Context: an optimization exercise on an open-source flow, tuned for small area. The choices shown serve that exercise and are no tape-out recipe. RTL that was checked went through simulation tests only; none was proved equivalent to the original. Power is estimated from default activity; no workload was simulated. The flow treats the clock pin as an ideal source, which a real chip does not have.

==> inputs of job 5562 <==
==> flow/design.v (excerpt) <==
module router(
    input clock, reset_n,
    input [7:0] frame_n, valid_n, di,
    output [7:0] dout, valido_n, frameo_n
);
clock: 12.0 ns
lec_check: 0
cap_margin: 20
core_margin: 2
core_utilization: 50
slew_margin: 30
standard.sh (not shown) runs the stock make flow with config.mk's settings and CLKGATE_MAP_FILE= SYNTH_SCRIPT=/design/flow/synth_recipe.tcl, a recipe that flattens the netlist after the stock synthesis.
==> flow/flow/run.sh <==
#!/bin/bash
# The standard layout (standard.sh), with two changes:
#  - synthesis maps the logic with an area-oriented ABC script
#    (strash; dch -f; amap -m) instead of ORFS's delay-oriented one; every step
#    before it, flip-flop mapping included, is unchanged, so the registers are
#    the standard synthesis's;
#  - the clock tree is built from sink clusters of up to 32 flip-flops within
#    80 um, driven by clkbuf_16, without dummy loads.
set -eo pipefail
rm -rf scripts_abc
cp -r "$FLOW_HOME/scripts" scripts_abc
printf 'strash\ndch -f\namap -m\n' > scripts_abc/abc_speed.script
export SCRIPTS_DIR="$PWD/scripts_abc"
export CTS_ARGS="-sink_clustering_enable -repair_clock_nets -sink_clustering_size 36 -sink_clustering_max_diameter 70 -buf_list sky130_fd_sc_hd__clkbuf_16 -dont_use_dummy_load"
bash standard.sh > standard.log 2>&1
==> inputs of job 7839, as changes to job 5562 <==
--- a/flow/design.v
+++ b/flow/design.v
@@ -75,57 +75,12 @@
         end
     end
     assign tq = OWNQ ? tqr : aq;
     wire [31:0] r = (TWO && (LIVE ? rsel : rs)) ? rb : ra;
     assign stream = r[kp];
 endmodule
-module selector_e #(parameter TH = 5) (
-    input clock, reset_n,
-    input pend, granted, st,    
-    input we_q,                 
-    input full_n,               
-    input [2:0] aq,
-    input [3:0] hd,             
-    input [4:0] m,              
-    input [4:0] w,
-    input rsel,
-    input [31:0] ra, rb,
-    output act_e,
-    output [2:0] tq_e,
-    output [3:0] ts_e,
-    output stream
-);
-    reg act, rs;
-    reg [2:0] tqr;
-    reg [3:0] ts;
-    reg [4:0] kp, cnt;
-    wire es = pend & (w[2:0] == TH) & (granted ? st : ~full_n);
-    wire ns = st & (w[2:0] < TH);
-    wire nx = ~granted & we_q;
-    wire [3:0] ts_c = hd + {3'd0, nx};
-    wire [4:0] kp_c = m + {2'd0, w[2:0]} + {3'd0, nx, 1'b0};
-    always @(posedge clock) begin
-        if (!reset_n) act <= 1'b0;
-        else if (es | ns) act <= 1'b1;
-        else if (cnt == 5'd0) act <= 1'b0;
-        if (es | ns) begin
-            tqr <= aq;
-            ts <= ts_c;
-            rs <= rsel;
-            kp <= kp_c;
-            cnt <= es ? 5'd30 : 5'd31;
-        end else begin
-            cnt <= cnt - 5'd1;
-        end
-    end
-    assign act_e = act | es;
-    assign tq_e = es ? aq : tqr;
-    assign ts_e = es ? ts_c : ts;
-    wire [31:0] r = (es ? rsel : rs) ? rb : ra;
-    assign stream = r[es ? kp_c : kp];
-endmodule
 `timescale 1ns/1ps
 module rf32 (
     input clock, x, clr,
     output r1
 );
     reg [31:0] r;
@@ -133,53 +88,49 @@
     assign r1 = r[1];
 endmodule
 `timescale 1ns/1ps
 module fifo3 (
     input clock, reset_n, init,
     input [7:0] req,            
-    input [7:0] cq,             
-    input [127:0] csd,          
+    input [9:0] cq,             
+    input [159:0] csd,          
     output we,
     output reg [3:0] head,
     output [4:0] m,             
-    output full_n,              
     output dout, valido_n
 );
     reg [3:0] tail;
     reg emp, emp_d;
     reg [4:0] M;
     wire pop, snd;
     wire full = (head == tail) & ~emp;
     assign we = (|req) & ~full;
     assign m = emp ? 5'd1 : M;
-    wire [3:0] head_n = head + {3'd0, we};
-    wire [3:0] tail_n = tail + {3'd0, pop};
-    wire emp_n = (we && !pop) ? 1'b0 : (!we && pop && (tail + 4'd1 == head)) ? 1'b1 : emp;
-    wire [4:0] M_n = we ? (emp ? 5'd2 : M + 5'd1) : M - 5'd1;
-    assign full_n = (head_n == tail_n) & ~emp_n;
     always @(posedge clock) begin
         if (!reset_n) begin
             head <= 4'd0;
             tail <= 4'd0;
             emp <= 1'b1;
         end else begin
-            head <= head_n;
-            tail <= tail_n;
-            emp <= emp_n;
-        end
-        M <= M_n;
+            if (we) head <= head + 4'd1;
+            if (pop) tail <= tail + 4'd1;
+            if (we && !pop) emp <= 1'b0;
+            else if (!we && pop && (tail + 4'd1 == head)) emp <= 1'b1;
+        end
+        if (we) M <= emp ? 5'd2 : M + 5'd1;
+        else M <= M - 5'd1;
         emp_d <= emp | ~reset_n;
     end
     egress e (.clock(clock), .reset_n(reset_n), .empty(emp_d), .pop(pop), .snd(snd),
         .valido_n(valido_n));
     wire [15:0] r1v;
     genvar s, c;
     generate
         for (s = 0; s < 16; s = s + 1) begin : g_s
-            wire [7:0] hd;
-            for (c = 0; c < 8; c = c + 1) begin : g_h
+            wire [9:0] hd;
+            for (c = 0; c < 10; c = c + 1) begin : g_h
                 assign hd[c] = cq[c] & csd[16*c + s];
             end
             wire x = |hd;
             wire clr = init | (snd & (tail == s));
             rf32 r (.clock(clock), .x(x), .clr(clr), .r1(r1v[s]));
         end
@@ -214,22 +165,20 @@
     wire [7:0] pend, granted;
     wire [23:0] aq;
     wire [63:0] grant;            
     wire [7:0] we_all;
     wire [31:0] head_all;
     wire [39:0] m_all;
-    wire [7:0] cact, cstr;
-    wire [23:0] ctq;
-    wire [31:0] cts;
-    wire [63:0] reqv;             
-    wire [7:0] fulln_all;
-    wire [63:0] cq;               
-    wire [127:0] csd;             
+    wire [9:0] cact, cstr;
+    wire [29:0] ctq;
+    wire [39:0] cts;
+    wire [79:0] cq;               
+    wire [159:0] csd;             
     genvar i, q, s, c;
     generate
-        for (c = 0; c < 8; c = c + 1) begin : g_dec
+        for (c = 0; c < 10; c = c + 1) begin : g_dec
             for (q = 0; q < 8; q = q + 1) begin : g_dq
                 assign cq[8*c + q] = cact[c] & cstr[c] & (ctq[3*c +: 3] == q);
             end
             for (s = 0; s < 16; s = s + 1) begin : g_ds
                 assign csd[16*c + s] = (cts[4*c +: 4] == s);
             end
@@ -238,54 +187,54 @@
             wire [31:0] ra, rb;
             wire cur;
             wire st;
             ingress #(.SHARED(i < 5), .WRST(i == 0)) ip (.clock(clock), .reset_n(reset_n), .frame_n(frame_n[i]),
                 .valid_n(valid_n[i]), .di(di[i]), .granted(granted[i]), .start(st),
                 .pend(pend[i]), .aq(aq[3*i +: 3]), .w(wv[5*i +: 5]), .cur(cur), .ra(ra), .rb(rb));
-            wire [7:0] g, rq;
+            wire [7:0] g;
             assign granted[i] = |g;
             wire [3:0] hd;
             wire [4:0] m;
             for (q = 0; q < 8; q = q + 1) begin : g_g
                 assign g[q] = grant[8*q + i];
-                assign rq[q] = reqv[8*q + i];
             end
             assign st = |(g & we_all);
-            sel8 #(.W(4)) sh (.s(rq), .d(head_all), .y(hd));
-            sel8 #(.W(5)) sm (.s(rq), .d(m_all), .y(m));
+            sel8 #(.W(4)) sh (.s(g), .d(head_all), .y(hd));
+            sel8 #(.W(5)) sm (.s(g), .d(m_all), .y(m));
             if (i < 6) begin : g_one
-                selector #(.TWO(1), .OWNQ(i >= 5), .EXTCNT(i < 5), .LIVE(i < 4)) ch (.clock(clock), .reset_n(reset_n),
+                selector #(.TWO(1), .OWNQ(i >= 5), .EXTCNT(i < 5), .LIVE(i < 3)) ch (.clock(clock), .reset_n(reset_n),
                     .start(st), .aq(aq[3*i +: 3]), .hd(hd), .m(m), .w(wv[5*i +: 5]),
                     .rsel(cur), .ra(rb), .rb(ra), .act(cact[i]), .tq(ctq[3*i +: 3]),
                     .ts(cts[4*i +: 4]), .stream(cstr[i]));
-            end else begin : g_early
-                selector_e #(.TH(i - 1)) ch (.clock(clock), .reset_n(reset_n),
-                    .pend(pend[i]), .granted(granted[i]), .st(st), .we_q(|(rq & we_all)),
-                    .full_n(|(rq & fulln_all)), .aq(aq[3*i +: 3]), .hd(hd), .m(m),
-                    .w(wv[5*i +: 5]), .rsel(cur), .ra(rb), .rb(ra), .act_e(cact[i]),
-                    .tq_e(ctq[3*i +: 3]), .ts_e(cts[4*i +: 4]), .stream(cstr[i]));
+            end else begin : g_two
+                selector #(.TWO(0), .OWNQ(1)) cha (.clock(clock), .reset_n(reset_n),
+                    .start(st & cur), .aq(aq[3*i +: 3]), .hd(hd), .m(m), .w(wv[5*i +: 5]),
+                    .rsel(1'b0), .ra(ra), .rb(ra), .act(cact[i]), .tq(ctq[3*i +: 3]),
+                    .ts(cts[4*i +: 4]), .stream(cstr[i]));
+                selector #(.TWO(0), .OWNQ(1)) chb (.clock(clock), .reset_n(reset_n),
+                    .start(st & ~cur), .aq(aq[3*i +: 3]), .hd(hd), .m(m), .w(wv[5*i +: 5]),
+                    .rsel(1'b0), .ra(rb), .rb(rb), .act(cact[i+2]), .tq(ctq[3*(i+2) +: 3]),
+                    .ts(cts[4*(i+2) +: 4]), .stream(cstr[i+2]));
             end
         end
         for (q = 0; q < 8; q = q + 1) begin : g_q
             wire [7:0] req;
             for (i = 0; i < 8; i = i + 1) begin : g_r
                 assign req[i] = pend[i] & (aq[3*i +: 3] == q);
             end
             for (i = 0; i < 8; i = i + 1) begin : g_w
                 if (i == 0) assign grant[8*q] = req[0];
                 else assign grant[8*q + i] = req[i] & ~|req[i-1:0];
             end
-            assign reqv[8*q +: 8] = req;
-            wire [7:0] cqq;
-            for (c = 0; c < 8; c = c + 1) begin : g_c
+            wire [9:0] cqq;
+            for (c = 0; c < 10; c = c + 1) begin : g_c
                 assign cqq[c] = cq[8*c + q];
             end
             fifo3 f (.clock(clock), .reset_n(reset_n), .init(init), .req(req),
                 .cq(cqq), .csd(csd), .we(we_all[q]),
                 .head(head_all[4*q +: 4]), .m(m_all[5*q +: 5]),
-                .full_n(fulln_all[q]),
                 .dout(dout[q]), .valido_n(valido_n[q]));
             assign frameo_n[q] = valido_n[q];
         end
     endgenerate
 endmodule
 module sel8 #(parameter W = 4) (
==> notes <==
Between job 7839 and job 5562, the lower utilization is in job 5562 (gap 0.13 points).
In count of clock-buffer cells in the layout, job 5562 and job 7839 do not differ.
Of job 5562 and job 7839, job 5562 has the higher first-iteration DRC count (gap about 3%, measured against job 7839).
In job 5562 the final cell count is smaller than in job 7839, by 1.4%.
In job 5562 the flip-flop and latch count is lower than in job 7839, by 35.
Against job 5562, the total power of job 7839 is larger by about 0.66%.
Between job 7839 and job 5562, the lower critical path depth is in job 7839 (gap 21).
Against job 5562, the global-route usage of job 7839 is higher by 1.2 points.
Fmax: job 7839 is larger than job 5562 (about 70%).
Of job 5562 and job 7839, job 7839 has the higher design area (gap 1.4%, measured against job 7839).
==> figures <==
| metric | job 7839 | job 5562 |
|---|---|---|
| Result of the run | no timing/DRC/antenna violations | no timing/DRC/antenna violations |
| Slowest library cell on the worst path | sky130_fd_sc_hd__dfxtp_1 | sky130_fd_sc_hd__o22ai_1 |
| Met1 Wirelength | 163000 um | 154000 um |
| Total number of placement rows | 186 | 185 |
| Die Height | 512 um | 509 um |
| Dpl cells | 12900 | 12700 |
| Post-route setup slack | 5.92 ns | 1.85 ns |
| Critical R2R Launch | g_in[5].g_one.ch.rs$_DFFE_PP_ | g_q[5].f.tail[1]$_SDFF_PN0_ |
| Routability congestion estimate | 1.05 | 1.05 |
| Count of flip-flops and latches | 5042 | 5007 |
| Number of flip-flops and latches in the synthesized netlist | 5042 | 5007 |
| Beginning of the worst hold path | g_q[7].f.g_s[14].r.r[29]$_DFF_P_ | g_q[1].f.g_s[4].r.r[0]$_DFF_P_ |
| Launching element of the worst setup path | g_q[6].f.tail[0]$_SDFFE_PN0P_ | g_q[5].f.tail[1]$_SDFF_PN0_ |
| Clk sink count | 5042 | 5007 |
| Leak | 51.4 nW | 51.7 nW |
| Power in the clock group | 7.37 mW | 7.36 mW |
| Final wirelength | 366000 um | 344000 um |
| Iter 0 DRT Violations | 7839 | 8071 |
| Worst slack at placement | 5.92 ns | 2.14 ns |
| First-pass iteration count of the detailed router | 7 | 10 |
| Initial Utilization | 50.3% | 50.2% |
Only the layout flow was run in job 7839; the RTL was not checked for function there.

-- re-timing with driven ports --
How much do the figures lean on ideal ports? The routed layouts below were timed once more, with nothing changed but the port constraints.
Step 1 assumes that a clkbuf_16 drives the clock port and a buf_2 every other input.
Step 2 times the ports against the registers' clock, not the clock port: input delays grow and output delays shrink by t, the midpoint of the rising clock arrivals with the driver on.
Three values: no drivers, after step 1, after step 2; two values: the first two.
| run | shift t [ns] | slack for setup (ns) | clock arrival spread, ns | worst register clock-pin slew, ns | worst data-port slew with drivers (ns) |
|---|---|---|---|---|---|
| job 5562 | 0.932 | 1.848 / 1.848 / 1.848 | 0.200 / 0.200 | 0.12 / 0.12 | 0.06 |
| job 7839 | 0.939 | 5.925 / 5.825 / 5.943 | 0.184 / 0.184 | 0.12 / 0.12 | 0.06 |
After both steps every run listed still meets setup and hold.
